From an optimization exercise on the open Yosys and OpenROAD flow, aimed at small area; shortcuts taken in it are not production practice.
Function was checked by simulation only, so behaviour that the tests miss may differ from the original.

==> trial 1: inputs <==
// piano
module piano
  (
    clk,
    SW_C, SW_D, SW_E, SW_F, SW_G, SW_A, SW_B,
    RST, PLAYBACK, UP, DOWN,
    AIN, GAIN, NC, ACTIVE,
    ANODE, CATHODE
  );
export LEC_CHECK = 0
export ABC_AREA = 1
export CAP_MARGIN = 20
export CORE_MARGIN = 2
export CORE_UTILIZATION = 60
export PLACE_DENSITY = 0.7
export SLEW_MARGIN = 20
create_clock -name core_clock -period 10.0 [get_ports {clk}]
standard.sh (not shown) runs the stock make flow with config.mk's settings and CLKGATE_MAP_FILE= SYNTH_SCRIPT=/design/flow/synth_recipe.tcl, a recipe that flattens the netlist after the stock synthesis.
==> flow/flow/run.sh <==
#!/bin/bash
# Layout: the standard flow (standard.sh), with these changes:
#  - after floorplanning, OpenROAD's restructure re-synthesizes the
#    combinational logic for area (flow/restructure.tcl; registers untouched);
#  - clock tree synthesis adds no dummy loads and uses clkbuf_8 leaf
#    buffers, each driving up to 18 flip-flops within 50 um;
#  - after global routing, any clock buffer whose flip-flops would see a
#    clock slew over 110 ps is upsized (flow/clock_fix.tcl);
#  - the input and output ports get buffers of the smallest buffer cell.
# make's full output goes to standard.log; ORFS's own logs are under orfs/logs.
set -euo pipefail
here=$(pwd)
bash standard.sh \
  "POST_FLOORPLAN_TCL=$here/flow/restructure.tcl" \
  "RESTRUCTURE_FILTER=$here/flow/filter_lib.py" \
  "CTS_ARGS=-sink_clustering_enable -repair_clock_nets -dont_use_dummy_load -buf_list sky130_fd_sc_hd__clkbuf_8 -sink_clustering_size 18 -sink_clustering_max_diameter 50" \
  "POST_GLOBAL_ROUTE_TCL=$here/flow/clock_fix.tcl" \
  "CLOCK_FIX_SLEW_PS=110" \
  "BUFFER_PORTS_ARGS=-buffer_cell sky130_fd_sc_hd__buf_1" \
  finish > standard.log 2>&1
==> flow/flow/clock_fix.tcl <==
# POST_GLOBAL_ROUTE hook: with global-route parasitics, upsize each clock
# buffer whose flip-flops would see a clock slew above CLOCK_FIX_SLEW_PS
# (cells moved by the repairs after clock tree synthesis can stretch a leaf
# net), then legalize and re-route the nets that changed.
proc clock_fix_worst_slew {net} {
  set worst 0
  foreach it [$net getITerms] {
    if {[[$it getMTerm] getIoType] ne "INPUT"} continue
    set pin [get_pins "[[$it getInst] getName]/[[$it getMTerm] getName]"]
    foreach e {rise fall} {
      foreach a {min max} {
        set sl [sta::time_ui_sta [get_property $pin slew_${a}_$e]]
        if {$sl > $worst} { set worst $sl }
      }
    }
  }
  return $worst
}

set cf_target [expr {$::env(CLOCK_FIX_SLEW_PS) * 1e-12}]
set cf_sizes {sky130_fd_sc_hd__clkbuf_4 sky130_fd_sc_hd__clkbuf_8 sky130_fd_sc_hd__clkbuf_16}
set cf_db [ord::get_db]
for {set cf_pass 0} {$cf_pass < 3} {incr cf_pass} {
  estimate_parasitics -global_routing
  set cf_changed 0
  foreach net [[ord::get_db_block] getNets] {
    if {[$net getSigType] ne "CLOCK"} continue
    set drv ""
    foreach it [$net getITerms] {
      if {[[$it getMTerm] getIoType] eq "OUTPUT"} { set drv [$it getInst] }
    }
    if {$drv eq ""} continue
    set pos [lsearch $cf_sizes [[$drv getMaster] getName]]
    if {$pos < 0 || $pos + 1 >= [llength $cf_sizes]} continue
    set sl [clock_fix_worst_slew $net]
    if {$sl > $cf_target} {
      puts "clock_fix: [$drv getName] drives [$net getName] with slew [format %.1f [expr {$sl * 1e12}]] ps; upsizing"
      $drv swapMaster [$cf_db findMaster [lindex $cf_sizes [expr {$pos + 1}]]]
      incr cf_changed
    }
  }
  puts "clock_fix: pass $cf_pass upsized $cf_changed clock buffers"
  if {$cf_changed == 0} break
  global_route -start_incremental
  detailed_placement
  global_route -end_incremental
}
estimate_parasitics -global_routing
==> flow/flow/restructure.tcl <==
# POST_FLOORPLAN hook: re-synthesize the combinational logic for area with
# OpenROAD's restructure (ABC), keeping every register as it is. ABC reads a
# copy of the library without the platform's don't-use cells.
set rs_dir $::env(OBJECTS_DIR)/restructure
file mkdir $rs_dir
set rs_lib $rs_dir/area.lib
exec python3 $::env(RESTRUCTURE_FILTER) [lindex $::env(LIB_FILES) 0] $rs_lib {*}$::env(DONT_USE_CELLS)
report_design_area
restructure -target area -liberty_file $rs_lib \
  -tielo_port sky130_fd_sc_hd__conb_1/LO -tiehi_port sky130_fd_sc_hd__conb_1/HI \
  -work_dir $rs_dir -abc_logfile $rs_dir/abc.log
report_design_area
Other scripts of this flow, unchanged in this note and not shown: flow/flow/filter_lib.py
==> trial 9 (differences from trial 1) <==
==> flow/flow/run.sh (replaced) <==
#!/bin/bash
# Layout: the standard flow (standard.sh), with these changes:
#  - after floorplanning, OpenROAD's restructure re-synthesizes the
#    combinational logic for area and drops cells left without loads
#    (flow/restructure.tcl; registers untouched);
#  - clock tree synthesis adds no dummy loads and uses clkbuf_8 leaf
#    buffers, each driving up to 22 flip-flops within 60 um;
#  - after global routing, any clock buffer whose flip-flops would see a
#    clock slew over 135 ps (estimated from the global routes) is upsized (flow/clock_fix.tcl);
#  - the input and output ports get buffers of the smallest buffer cell.
# make's full output goes to standard.log; ORFS's own logs are under orfs/logs.
set -euo pipefail
here=$(pwd)
bash standard.sh \
  "POST_FLOORPLAN_TCL=$here/flow/restructure.tcl" \
  "RESTRUCTURE_FILTER=$here/flow/filter_lib.py" \
  "CTS_ARGS=-sink_clustering_enable -repair_clock_nets -dont_use_dummy_load -buf_list sky130_fd_sc_hd__clkbuf_8 -sink_clustering_size 22 -sink_clustering_max_diameter 60" \
  "POST_GLOBAL_ROUTE_TCL=$here/flow/clock_fix.tcl" \
  "CLOCK_FIX_SLEW_PS=135" \
  "BUFFER_PORTS_ARGS=-buffer_cell sky130_fd_sc_hd__buf_1" \
  finish > standard.log 2>&1
--- a/flow/flow/clock_fix.tcl
+++ b/flow/flow/clock_fix.tcl
@@ -1,3 +1,3 @@
 # POST_GLOBAL_ROUTE hook: with global-route parasitics, upsize each clock
-# buffer whose flip-flops would see a clock slew above CLOCK_FIX_SLEW_PS
+# buffer whose flip-flop clock pins would see a slew above CLOCK_FIX_SLEW_PS
 # (cells moved by the repairs after clock tree synthesis can stretch a leaf
@@ -8,2 +8,3 @@
     if {[[$it getMTerm] getIoType] ne "INPUT"} continue
+    if {[[$it getMTerm] getName] ne "CLK"} continue
     set pin [get_pins "[[$it getInst] getName]/[[$it getMTerm] getName]"]
--- a/flow/flow/restructure.tcl
+++ b/flow/flow/restructure.tcl
@@ -12 +12,35 @@
 report_design_area
+
+# Remove combinational cells that restructure left without any load.
+set rs_removed 1
+while {$rs_removed} {
+  set rs_removed 0
+  foreach inst [[ord::get_db_block] getInsts] {
+    set m [$inst getMaster]
+    if {[$m getType] ne "CORE" || [$m isSequential]} continue
+    set outs 0
+    set loaded 0
+    foreach it [$inst getITerms] {
+      if {[[$it getMTerm] getIoType] ne "OUTPUT"} continue
+      incr outs
+      set net [$it getNet]
+      if {$net eq "NULL"} continue
+      if {[llength [$net getITerms]] > 1 || [llength [$net getBTerms]] > 0} { set loaded 1 }
+    }
+    if {$outs > 0 && !$loaded} {
+      puts "restructure cleanup: removing [$inst getName] ([$m getName])"
+      set nets {}
+      foreach it [$inst getITerms] {
+        if {[$it getNet] ne "NULL"} { lappend nets [$it getNet] }
+      }
+      odb::dbInst_destroy $inst
+      foreach net $nets {
+        if {[llength [$net getITerms]] == 0 && [llength [$net getBTerms]] == 0} {
+          odb::dbNet_destroy $net
+        }
+      }
+      incr rs_removed
+    }
+  }
+}
+report_design_area
==> flow_summary_export.csv <==
group,metric,value,unit
outcome,status,"finished clean",
final_layout,area.growth.synth_to_final,2.89,%
global_routing,first_global_vias,14300,
global_routing,met2_usage,0.186,
setup_path,setup.worst_path.end,"octave_played[1]",
final_layout,n_all_inverters,127,
timing,tightest_slew,0.946,ns
the above is filed under trial 9

==> flow_summary_export.csv <==
group,metric,value,unit
setup_path,setup.worst_path.end,"wq[7]",
drt,num_vias,14600,
timing,tightest_slew,0.851,ns
outcome,status,"finished clean",
global_routing,met2_usage,0.191,
final_layout,area.growth.synth_to_final,5.23,%
global_routing,first_global_vias,14500,
the above is filed under trial 1


* * *

==> inputs of run a <==
==> flow/design.v <==
module clocks(clk, rst, t, h);
  input clk;
  input rst;
  output reg [3:0] t;
  output reg [6:0] h;
  always @ (posedge clk) begin
    if (rst) begin
      t <= 4'd0;
      h <= 7'd0;
    end else begin
      t <= (t == 4'd9) ? 4'd0 : t + 4'd1;
      if (t == 4'd9) h <= (h == 7'd99) ? 7'd0 : h + 7'd1;
    end
  end
endmodule
module debounced
  (
    clk, en, rst,
    SW_C, SW_D, SW_E, SW_F, SW_G, SW_A, SW_B,
    PLAYBACK, UP, DOWN,
    note_switches, sw_changed, pb_rise, up_rise, down_rise
  );
  input clk;
  input en;
  input rst;
  input SW_C;
  input SW_D;
  input SW_E;
  input SW_F;
  input SW_G;
  input SW_A;
  input SW_B;
  input PLAYBACK;
  input UP;
  input DOWN;
  output reg [6:0] note_switches;
  output reg sw_changed;
  output reg pb_rise;
  output reg up_rise;
  output reg down_rise;
  reg pb_lvl, up_lvl, down_lvl;
  wire [6:0] sw = {SW_C, SW_D, SW_E, SW_F, SW_G, SW_A, SW_B};
  always @ (posedge clk) begin
    if (rst) begin
      note_switches <= 7'b0;
      sw_changed <= 1'b0;
      pb_lvl <= 1'b0;
      up_lvl <= 1'b0;
      down_lvl <= 1'b0;
      pb_rise <= 1'b0;
      up_rise <= 1'b0;
      down_rise <= 1'b0;
    end else if (en) begin
      note_switches <= sw;
      sw_changed <= (sw != note_switches);
      pb_lvl <= PLAYBACK;
      up_lvl <= UP;
      down_lvl <= DOWN;
      pb_rise <= PLAYBACK & ~pb_lvl;
      up_rise <= UP & ~up_lvl;
      down_rise <= DOWN & ~down_lvl;
    end
  end
endmodule
module amplifier(clk_100M, rst, octave, note, AIN, GAIN, NC, ACTIVE);
  input clk_100M;
  input rst;
  input [2:0] octave;
  input [2:0] note;
  output AIN;
  output GAIN;
  output NC;
  output ACTIVE;
  reg [19:0] counter;
  reg [19:0] clk_dv_max_base;
  wire [19:0] clk_dv_max = clk_dv_max_base >> octave;
  always @ (*) begin
    case (note)
      3'd0: clk_dv_max_base = 20'd1048575;  
      3'd1: clk_dv_max_base = 20'd30578;  
      3'd2: clk_dv_max_base = 20'd27242;  
      3'd3: clk_dv_max_base = 20'd24270;  
      3'd4: clk_dv_max_base = 20'd22908;  
      3'd5: clk_dv_max_base = 20'd20408;  
      3'd6: clk_dv_max_base = 20'd18182;  
      default: clk_dv_max_base = 20'd16198;  
    endcase
  end
  reg speaker;
  always @ (posedge clk_100M) begin
    if (rst) begin
      speaker <= 1'b0;
      counter <= 20'd0;
    end else if (counter >= clk_dv_max) begin
      speaker <= ~speaker;
      counter <= 20'd1;
    end else begin
      counter <= counter + 20'd1;
    end
  end
  assign AIN = speaker & (counter[5:0] == 6'd0);
  assign GAIN = 1;  
  assign NC = 0;
  assign ACTIVE = 1;
endmodule
module note_display(note, display);
  input [2:0] note;
  output reg [7:0] display;
  always @ (*) begin
    case (note)        
      3'd1: display = 8'b11000110;   
      3'd2: display = 8'b10100001;   
      3'd3: display = 8'b10000110;   
      3'd4: display = 8'b10001110;   
      3'd5: display = 8'b11000010;   
      3'd6: display = 8'b10001000;   
      3'd7: display = 8'b10000011;   
      default: display = 8'b11111111;
    endcase
  end
endmodule
module octave_display(octave, display);
  input [2:0] octave;
  output reg [7:0] display;
  always @ (*) begin
    case (octave)      
      3'd1: display = 8'b11111001;
      3'd2: display = 8'b10100100;
      3'd3: display = 8'b10110000;
      3'd4: display = 8'b10011001;
      3'd5: display = 8'b10010010;
      3'd6: display = 8'b10000010;
      3'd7: display = 8'b11111000;
      default: display = 8'b11111111;
    endcase
  end
endmodule
module piano
  (
    clk,
    SW_C, SW_D, SW_E, SW_F, SW_G, SW_A, SW_B,
    RST, PLAYBACK, UP, DOWN,
    AIN, GAIN, NC, ACTIVE,
    ANODE, CATHODE
  );
  input clk;
  input SW_C;
  input SW_D;
  input SW_E;
  input SW_F;
  input SW_G;
  input SW_A;
  input SW_B;
  input RST;
  input PLAYBACK;
  input UP;
  input DOWN;
  output AIN;
  output GAIN;
  output NC;
  output ACTIVE;
  output [3:0] ANODE;
  output [7:0] CATHODE;
  wire rst = RST;
  wire [3:0] t;
  wire [6:0] h;
  clocks clks(.clk(clk), .rst(rst), .t(t), .h(h));
  wire h0 = (h == 7'd0);
  wire h1 = (h == 7'd1);
  wire sample = h0 && (t == 4'd1);
  wire tick = (t == 4'd2);
  wire [6:0] note_switches;
  wire sw_changed, pb_rise, up_rise, down_rise;
  debounced inputs(.clk(clk), .en(sample), .rst(rst),
    .SW_C(SW_C),
    .SW_D(SW_D),
    .SW_E(SW_E),
    .SW_F(SW_F),
    .SW_G(SW_G),
    .SW_A(SW_A),
    .SW_B(SW_B),
    .PLAYBACK(PLAYBACK),
    .UP(UP), .DOWN(DOWN),
    .note_switches(note_switches),
    .sw_changed(sw_changed),
    .pb_rise(pb_rise), .up_rise(up_rise), .down_rise(down_rise)
  );
  wire ch = sw_changed && h1;
  wire tg = pb_rise && h1;
  wire up_e = up_rise && h1;
  wire dn_e = down_rise && h1;
  reg [2:0] octave_sel;
  reg [2:0] octave_played;
  reg [2:0] note_played;
  reg [11:0] clk_dv_rec;
  reg [7:0] idx_wr;   
  reg [7:0] idx_pb;   
  reg [3:0] pb_cnt;   
  reg wrapped;        
  reg pb_mode;
  reg [2:0] octave_prev;
  reg [2:0] note_prev;
  reg [5:0] rd;       
  reg [2:0] octave_sel_n;
  reg [2:0] octave_played_n;
  reg [2:0] note_played_n;
  reg [11:0] clk_dv_rec_n;
  reg [7:0] idx_wr_n;
  reg [7:0] idx_pb_n;
  reg [3:0] pb_cnt_n;
  reg wrapped_n;
  reg pb_mode_n;
  reg [2:0] octave_prev_n;
  reg [2:0] note_prev_n;
  reg [2:0] sw_note;
  wire pb_end = (idx_pb == idx_wr);
  always @ (*) begin
    case (note_switches)
      7'b1000000: sw_note = 3'd1;
      7'b0100000: sw_note = 3'd2;
      7'b0010000: sw_note = 3'd3;
      7'b0001000: sw_note = 3'd4;
      7'b0000100: sw_note = 3'd5;
      7'b0000010: sw_note = 3'd6;
      7'b0000001: sw_note = 3'd7;
      default: sw_note = 3'd0;
    endcase
  end
  always @ (*) begin
    octave_sel_n = octave_sel;
    octave_played_n = octave_played;
    note_played_n = note_played;
    clk_dv_rec_n = clk_dv_rec;
    idx_wr_n = idx_wr;
    idx_pb_n = idx_pb;
    pb_cnt_n = pb_cnt;
    wrapped_n = wrapped;
    pb_mode_n = pb_mode;
    octave_prev_n = octave_prev;
    note_prev_n = note_prev;
    if (octave_sel_n != 3'd7 && up_e) begin
      octave_sel_n = octave_sel_n + 3'd1;
    end
    if (octave_sel_n != 3'd1 && dn_e) begin
      octave_sel_n = octave_sel_n - 3'd1;
    end
    if (tg) begin
      idx_pb_n = 8'b0;
      pb_cnt_n = 4'd0;
      pb_mode_n = !pb_mode;
    end
    if (pb_mode_n) begin
      if (h0) begin
        if (pb_cnt == 4'd9) begin
          if (pb_end) begin
            pb_mode_n = 1'b0;
          end
          if (pb_end && !wrapped) begin
            octave_played_n = 3'd0;
            note_played_n = 3'd0;
          end else begin
            octave_played_n = rd[5:3];
            note_played_n = rd[2:0];
          end
          idx_pb_n = idx_pb + 8'b1;
          pb_cnt_n = 4'd0;
        end else begin
          pb_cnt_n = pb_cnt + 4'd1;
        end
      end
    end else if (ch) begin
      note_played_n = sw_note;
      if (|sw_note) begin
        octave_played_n = octave_sel_n;
        idx_wr_n = idx_wr + 8'b1;
        if (&idx_wr) wrapped_n = 1'b1;
        octave_prev_n = octave_sel_n;
        note_prev_n = sw_note;
        clk_dv_rec_n = 12'd1;
      end
    end else begin
      if (clk_dv_rec == 12'd4000) begin
        octave_played_n = 3'd0;
        note_played_n = 3'd0;
      end else begin
        clk_dv_rec_n = clk_dv_rec + 12'd1;
      end
    end
  end
  always @ (posedge clk) begin
    if (rst) begin
      idx_wr <= 8'b0;
      idx_pb <= 8'b0;
      pb_cnt <= 4'd0;
      wrapped <= 1'b0;
      clk_dv_rec <= 12'd4000;
      octave_sel <= 3'd4;
      octave_played <= 3'd0;
      note_played <= 3'd0;
      octave_prev <= 3'd0;
      note_prev <= 3'd0;
      pb_mode <= 1'b0;
    end else if (tick) begin
      octave_sel <= octave_sel_n;
      octave_played <= octave_played_n;
      note_played <= note_played_n;
      clk_dv_rec <= clk_dv_rec_n;
      idx_wr <= idx_wr_n;
      idx_pb <= idx_pb_n;
      pb_cnt <= pb_cnt_n;
      wrapped <= wrapped_n;
      pb_mode <= pb_mode_n;
      octave_prev <= octave_prev_n;
      note_prev <= note_prev_n;
    end
  end
  reg [1535:0] ring;
  reg [7:0] pos;
  wire [5:0] ring_in = (pos == idx_wr) ? {octave_prev, note_prev} : ring[5:0];
  always @ (posedge clk) begin
    ring <= {ring_in, ring[1535:6]};
    if (pos == idx_pb) rd <= ring[11:6];
    if (rst) pos <= 8'd0;
    else pos <= pos + 8'd1;
  end
  amplifier amp(.clk_100M(clk), .rst(rst), .octave(octave_played), .note(note_played),
    .AIN(AIN), .GAIN(GAIN), .NC(NC), .ACTIVE(ACTIVE)
  );
  reg [1:0] display_select;
  reg blank;
  reg [2:0] digit;
  always @ (posedge clk) begin
    if (rst) begin
      display_select <= 2'd0;
      blank <= 1'b1;
      digit <= 3'd0;
    end else if (sample) begin
      case (display_select)
        2'd0: digit <= note_prev;
        2'd1: digit <= octave_prev;
        2'd2: digit <= 3'd0;
        default: digit <= octave_sel;
      endcase
      blank <= 1'b0;
      display_select <= display_select + 2'd1;
    end
  end
  wire [7:0] display_note;
  wire [7:0] display_octave;
  note_display d_note(.note(digit), .display(display_note));
  octave_display d_octave(.octave(digit), .display(display_octave));
  assign CATHODE = (display_select == 2'd1) ? display_note : display_octave;
  assign ANODE = blank ? 4'b1111 :
                 (display_select == 2'd1) ? 4'b0111 :
                 (display_select == 2'd2) ? 4'b1011 :
                 (display_select == 2'd3) ? 4'b1101 : 4'b1110;
endmodule
==> flow/run.sh <==
#!/bin/bash
# synth_recipe.tcl (not shown) runs the flow's synth.tcl, then flattens the netlist and writes it again
# the make line also repeats each setting of config.mk as NAME=value (left out here)
make -C /OpenROAD-flow-scripts/flow DESIGN_CONFIG=/design/flow/config.mk WORK_HOME=/design/flow/orfs CLKGATE_MAP_FILE= SYNTH_SCRIPT=/design/flow/synth_recipe.tcl finish
==> flow/config.mk <==
export PLATFORM = sky130hd
export DESIGN_NAME = piano
export DESIGN_NICKNAME = piano
export VERILOG_FILES = /design/flow/design.v
export SDC_FILE = /design/flow/constraint.sdc
export NUM_CORES = 8
export LEC_CHECK = 0
export CAP_MARGIN = 40
export CORE_MARGIN = 2
export CORE_UTILIZATION = 30
export SLEW_MARGIN = 40
==> flow/constraint.sdc <==
create_clock -name core_clock -period 10.0 [get_ports {clk}]
set_input_delay 2.0000 -clock core_clock [delete_from_list [all_inputs] [get_ports {clk}]]
set_output_delay 2.0000 -clock core_clock [all_outputs]
set_load 0.01 [all_outputs]
==> run b: changes against run a <==
==> flow/design.v, changed modules only <==
module clocks(clk, rst, pos, c5, c25);
  input clk;
  input rst;
  output reg [7:0] pos;
  output reg [2:0] c5;
  output reg [4:0] c25;
  always @ (posedge clk) begin
    if (rst) begin
      pos <= 8'd0;
      c5 <= 3'd0;
      c25 <= 5'd0;
    end else begin
      pos <= pos + 8'd1;
      c5 <= (c5 == 3'd4) ? 3'd0 : c5 + 3'd1;
      if (c5 == 3'd4) c25 <= (c25 == 5'd24) ? 5'd0 : c25 + 5'd1;
    end
  end
endmodule
module debounced
  (
    clk, en, rst,
    SW_C, SW_D, SW_E, SW_F, SW_G, SW_A, SW_B,
    PLAYBACK, UP, DOWN,
    note_switches, sw_changed, pb_rise, up_rise, down_rise
  );
  input clk;
  input en;
  input rst;
  input SW_C;
  input SW_D;
  input SW_E;
  input SW_F;
  input SW_G;
  input SW_A;
  input SW_B;
  input PLAYBACK;
  input UP;
  input DOWN;
  output reg [6:0] note_switches;
  output reg sw_changed;
  output reg pb_rise;
  output reg up_rise;
  output reg down_rise;
  reg pb_lvl, up_lvl, down_lvl;
  wire [6:0] sw = {SW_C, SW_D, SW_E, SW_F, SW_G, SW_A, SW_B};
  always @ (posedge clk) begin
    if (rst) begin
      note_switches <= 7'b0;
      pb_lvl <= 1'b0;
      up_lvl <= 1'b0;
      down_lvl <= 1'b0;
    end else if (en) begin
      note_switches <= sw;
      pb_lvl <= PLAYBACK;
      up_lvl <= UP;
      down_lvl <= DOWN;
    end
  end
  always @ (posedge clk) begin
    if (en) begin
      sw_changed <= (sw != note_switches);
      pb_rise <= PLAYBACK & ~pb_lvl;
      up_rise <= UP & ~up_lvl;
      down_rise <= DOWN & ~down_lvl;
    end
  end
endmodule
module piano
  (
    clk,
    SW_C, SW_D, SW_E, SW_F, SW_G, SW_A, SW_B,
    RST, PLAYBACK, UP, DOWN,
    AIN, GAIN, NC, ACTIVE,
    ANODE, CATHODE
  );
  input clk;
  input SW_C;
  input SW_D;
  input SW_E;
  input SW_F;
  input SW_G;
  input SW_A;
  input SW_B;
  input RST;
  input PLAYBACK;
  input UP;
  input DOWN;
  output AIN;
  output GAIN;
  output NC;
  output ACTIVE;
  output [3:0] ANODE;
  output [7:0] CATHODE;
  wire rst = RST;
  wire [7:0] pos;
  wire [2:0] c5;
  wire [4:0] c25;
  clocks clks(.clk(clk), .rst(rst), .pos(pos), .c5(c5), .c25(c25));
  wire sample = (pos[2:0] == 3'd1) && (c5 == 3'd1) && (c25 == 5'd0);
  wire tick = !pos[0] && (c5 == 3'd2);
  wire h0 = (pos[2:0] == 3'd2) && (c25 == 5'd0);
  wire h1 = (pos[2:0] == 3'd4) && (c25 == 5'd2);
  wire [6:0] note_switches;
  wire sw_changed, pb_rise, up_rise, down_rise;
  debounced inputs(.clk(clk), .en(sample), .rst(rst),
    .SW_C(SW_C),
    .SW_D(SW_D),
    .SW_E(SW_E),
    .SW_F(SW_F),
    .SW_G(SW_G),
    .SW_A(SW_A),
    .SW_B(SW_B),
    .PLAYBACK(PLAYBACK),
    .UP(UP), .DOWN(DOWN),
    .note_switches(note_switches),
    .sw_changed(sw_changed),
    .pb_rise(pb_rise), .up_rise(up_rise), .down_rise(down_rise)
  );
  wire h0t = tick && h0;
  wire h1t = tick && h1;
  wire ch = sw_changed && h1t;
  wire tg = pb_rise && h1t;
  wire up_e = up_rise && h1t;
  wire dn_e = down_rise && h1t;
  reg [2:0] octave_sel;
  reg [2:0] octave_played;
  reg [2:0] note_played;
  reg [11:0] clk_dv_rec;
  localparam [11:0] REC_ONE = 12'he3c;
  localparam [11:0] REC_END = 12'hfff;
  reg [7:0] idx_wr;   
  reg [7:0] idx_pb;   
  reg [3:0] pb_cnt;   
  reg wrapped;        
  reg pb_mode;
  reg [2:0] octave_prev;
  reg [2:0] note_prev;
  reg [5:0] rd;       
  reg [2:0] sw_note;
  always @ (*) begin
    case (note_switches)
      7'b1000000: sw_note = 3'd1;
      7'b0100000: sw_note = 3'd2;
      7'b0010000: sw_note = 3'd3;
      7'b0001000: sw_note = 3'd4;
      7'b0000100: sw_note = 3'd5;
      7'b0000010: sw_note = 3'd6;
      7'b0000001: sw_note = 3'd7;
      default: sw_note = 3'd0;
    endcase
  end
  reg [2:0] octave_sel_n;
  always @ (*) begin
    octave_sel_n = octave_sel;
    if (octave_sel_n != 3'd7 && up_e) octave_sel_n = octave_sel_n + 3'd1;
    if (octave_sel_n != 3'd1 && dn_e) octave_sel_n = octave_sel_n - 3'd1;
  end
  wire pb_mode_n = pb_mode ^ tg;
  wire step = pb_mode && h0t && (pb_cnt == 4'd9);
  wire pb_end = (idx_pb == idx_wr);
  wire rec = tick && !pb_mode_n;
  wire wr = rec && ch && (sw_note != 3'd0);
  wire inval = rec && ch && (sw_note == 3'd0);
  wire rec_end = (clk_dv_rec == REC_END);
  wire idle = rec && !ch;
  wire timeout = idle && rec_end;
  always @ (posedge clk) begin
    if (rst) begin
      octave_sel <= 3'd4;
      octave_played <= 3'd0;
      note_played <= 3'd0;
      octave_prev <= 3'd0;
      note_prev <= 3'd0;
      idx_wr <= 8'b0;
      wrapped <= 1'b0;
      pb_mode <= 1'b0;
      clk_dv_rec <= REC_END;
    end else begin
      octave_sel <= octave_sel_n;
      if (step) begin
        if (pb_end && !wrapped) begin
          octave_played <= 3'd0;
          note_played <= 3'd0;
        end else begin
          octave_played <= rd[5:3];
          note_played <= rd[2:0];
        end
      end else if (wr) begin
        octave_played <= octave_sel_n;
        note_played <= sw_note;
      end else if (inval) begin
        note_played <= 3'd0;
      end else if (timeout) begin
        octave_played <= 3'd0;
        note_played <= 3'd0;
      end
      if (wr) begin
        octave_prev <= octave_sel_n;
        note_prev <= sw_note;
      end
      idx_wr <= idx_wr + {7'b0, wr};
      if (wr && (&idx_wr)) wrapped <= 1'b1;
      pb_mode <= pb_mode_n && !(step && pb_end);
      if (wr) clk_dv_rec <= REC_ONE;
      else if (idle && !rec_end)
        clk_dv_rec <= {clk_dv_rec[10:0],
          clk_dv_rec[11] ^ clk_dv_rec[10] ^ clk_dv_rec[9] ^ clk_dv_rec[3]};
    end
  end
  always @ (posedge clk) begin
    idx_pb <= tg ? 8'd0 : idx_pb + {7'b0, step};
    pb_cnt <= (tg || step) ? 4'd0 : pb_cnt + {3'b0, pb_mode && h0t};
  end
  reg [1535:0] ring;
  wire [5:0] ring_in = (pos == idx_wr) ? {octave_prev, note_prev} : ring[5:0];
  always @ (posedge clk) begin
    ring <= {ring_in, ring[1535:6]};
    if (pos == idx_pb) rd <= ring[11:6];
  end
  amplifier amp(.clk_100M(clk), .rst(rst), .octave(octave_played), .note(note_played),
    .AIN(AIN), .GAIN(GAIN), .NC(NC), .ACTIVE(ACTIVE)
  );
  reg [1:0] display_select;
  reg blank;
  reg [2:0] digit;
  always @ (posedge clk) begin
    if (rst) begin
      display_select <= 2'd0;
      blank <= 1'b1;
      digit <= 3'd0;
    end else if (sample) begin
      case (display_select)
        2'd0: digit <= note_prev;
        2'd1: digit <= octave_prev;
        2'd2: digit <= 3'd0;
        default: digit <= octave_sel;
      endcase
      blank <= 1'b0;
      display_select <= display_select + 2'd1;
    end
  end
  wire [7:0] display_note;
  wire [7:0] display_octave;
  note_display d_note(.note(digit), .display(display_note));
  octave_display d_octave(.octave(digit), .display(display_octave));
  assign CATHODE = (display_select == 2'd1) ? display_note : display_octave;
  assign ANODE = blank ? 4'b1111 :
                 (display_select == 2'd1) ? 4'b0111 :
                 (display_select == 2'd2) ? 4'b1011 :
                 (display_select == 2'd3) ? 4'b1101 : 4'b1110;
endmodule
==> flow/config.mk (replaced) <==
export PLATFORM = sky130hd
export DESIGN_NAME = piano
export DESIGN_NICKNAME = piano
export VERILOG_FILES = /design/flow/design.v
export SDC_FILE = /design/flow/constraint.sdc
export NUM_CORES = 8
export LEC_CHECK = 0
export ABC_AREA = 1
export CAP_MARGIN = 20
export CORE_MARGIN = 2
export CORE_UTILIZATION = 60
export CTS_BUF_LIST = sky130_fd_sc_hd__clkbuf_8
export CTS_CLUSTER_DIAMETER = 50
export CTS_CLUSTER_SIZE = 16
export PLACE_DENSITY = 0.7
export SLEW_MARGIN = 20
==> flow_summary.yaml <==
status:
  result_of_the_run: "no timing/DRC/antenna violations"
layout:
  inverters_excl_clock: 122
  postLayoutCellArea_um2: 40820
  fill_cells: 4352
synthesis:
  yosys-top-cells-count: "sky130_fd_sc_hd__dfxtp_1 (1638), sky130_fd_sc_hd__nand2_1 (190), sky130_fd_sc_hd__inv_1 (115)"
  post_synth_xor_area_fraction_pct: 1.045
  synth_top_cells_by_area: "sky130_fd_sc_hd__dfxtp_1 (87%), sky130_fd_sc_hd__nand2_1 (1.9%), sky130_fd_sc_hd__ha_1 (1.6%)"
setup_path:
  critical_path.cell_chain: "ha_1, inv_1, o311ai_0, clkdlybuf4s50_1"
  crit_arrival_ns: 2.71
  critical_path_fanouts_max: 9
  cp-startpoint: "display_select[0]$_SDFFE_PP0P_"
  crit-reg2reg-capture: "amp.counter[5]$_SDFF_PP0_"
sta:
  max_clock_freq_ghz: 0.2123
power_and_ir_drop:
  logic_pwr_share_pct: 1.1
  comb_power_w: 0.000109
clock_tree:
  clock_insertion_delay_worst_skew_ns: 0.74
  cts.htree.levels: 3
  tritoncts.num_buffers: 119
global_routing:
  number_of_global_route_vias_before_repair: 15614
# the run above: run b

==> flow_summary.yaml <==
clock_tree:
  tritoncts.num_buffers: 153
setup_path:
  crit-reg2reg-capture: "amp.counter[17]$_SDFF_PP0_"
  critical_path.cell_chain: "inv_1, ha_1, inv_1, nand2_1, o21ai_0, nand2_1, o211ai_1, clkdlybuf4s50_1"
  critical_path_fanouts_max: 10
  crit_arrival_ns: 2.68
status:
  result_of_the_run: "no timing/DRC/antenna violations"
power_and_ir_drop:
  logic_pwr_share_pct: 1.7
sta:
  max_clock_freq_ghz: 0.2139
synthesis:
  post_synth_xor_area_fraction_pct: 2.043
  yosys-top-cells-count: "sky130_fd_sc_hd__dfxtp_1 (1645), sky130_fd_sc_hd__nor2_1 (155), sky130_fd_sc_hd__nand2_1 (85)"
layout:
  inverters_excl_clock: 26
# the run above: run a

==> port drivers added, routing unchanged <==
Ports are ideal in the flow. The routed layouts listed here were re-timed in OpenROAD. Step 1 assumes that a clkbuf_16 drives the clock port and a buf_2 every other input. Step 2 times the ports against the registers' clock, not the clock port: input delays grow and output delays shrink by t, the midpoint of the rising clock arrivals with the driver on. a / b / c = ideal ports / drivers / drivers and shift; a / b = the first two.
run | t (ns) | setup WS [ns] | worst setup path at the end | slew at the worst register clock pin (ns) | worst slew at a driven data input, ns
trial 1 | 0.663 | 5.464 / 5.407 / 5.464 | register to register | 0.10 / 0.10 | 0.03
trial 9 | 0.714 | 5.355 / 5.355 / 5.355 | register to register | 0.12 / 0.12 | 0.04
run a | 0.776 | 5.325 / 5.264 / 6.013 | register to register | 0.07 / 0.07 | 0.10
run b | 0.776 | 5.290 / 5.236 / 5.927 | input to register | 0.10 / 0.10 | 0.07
After both steps every run listed still meets setup and hold.
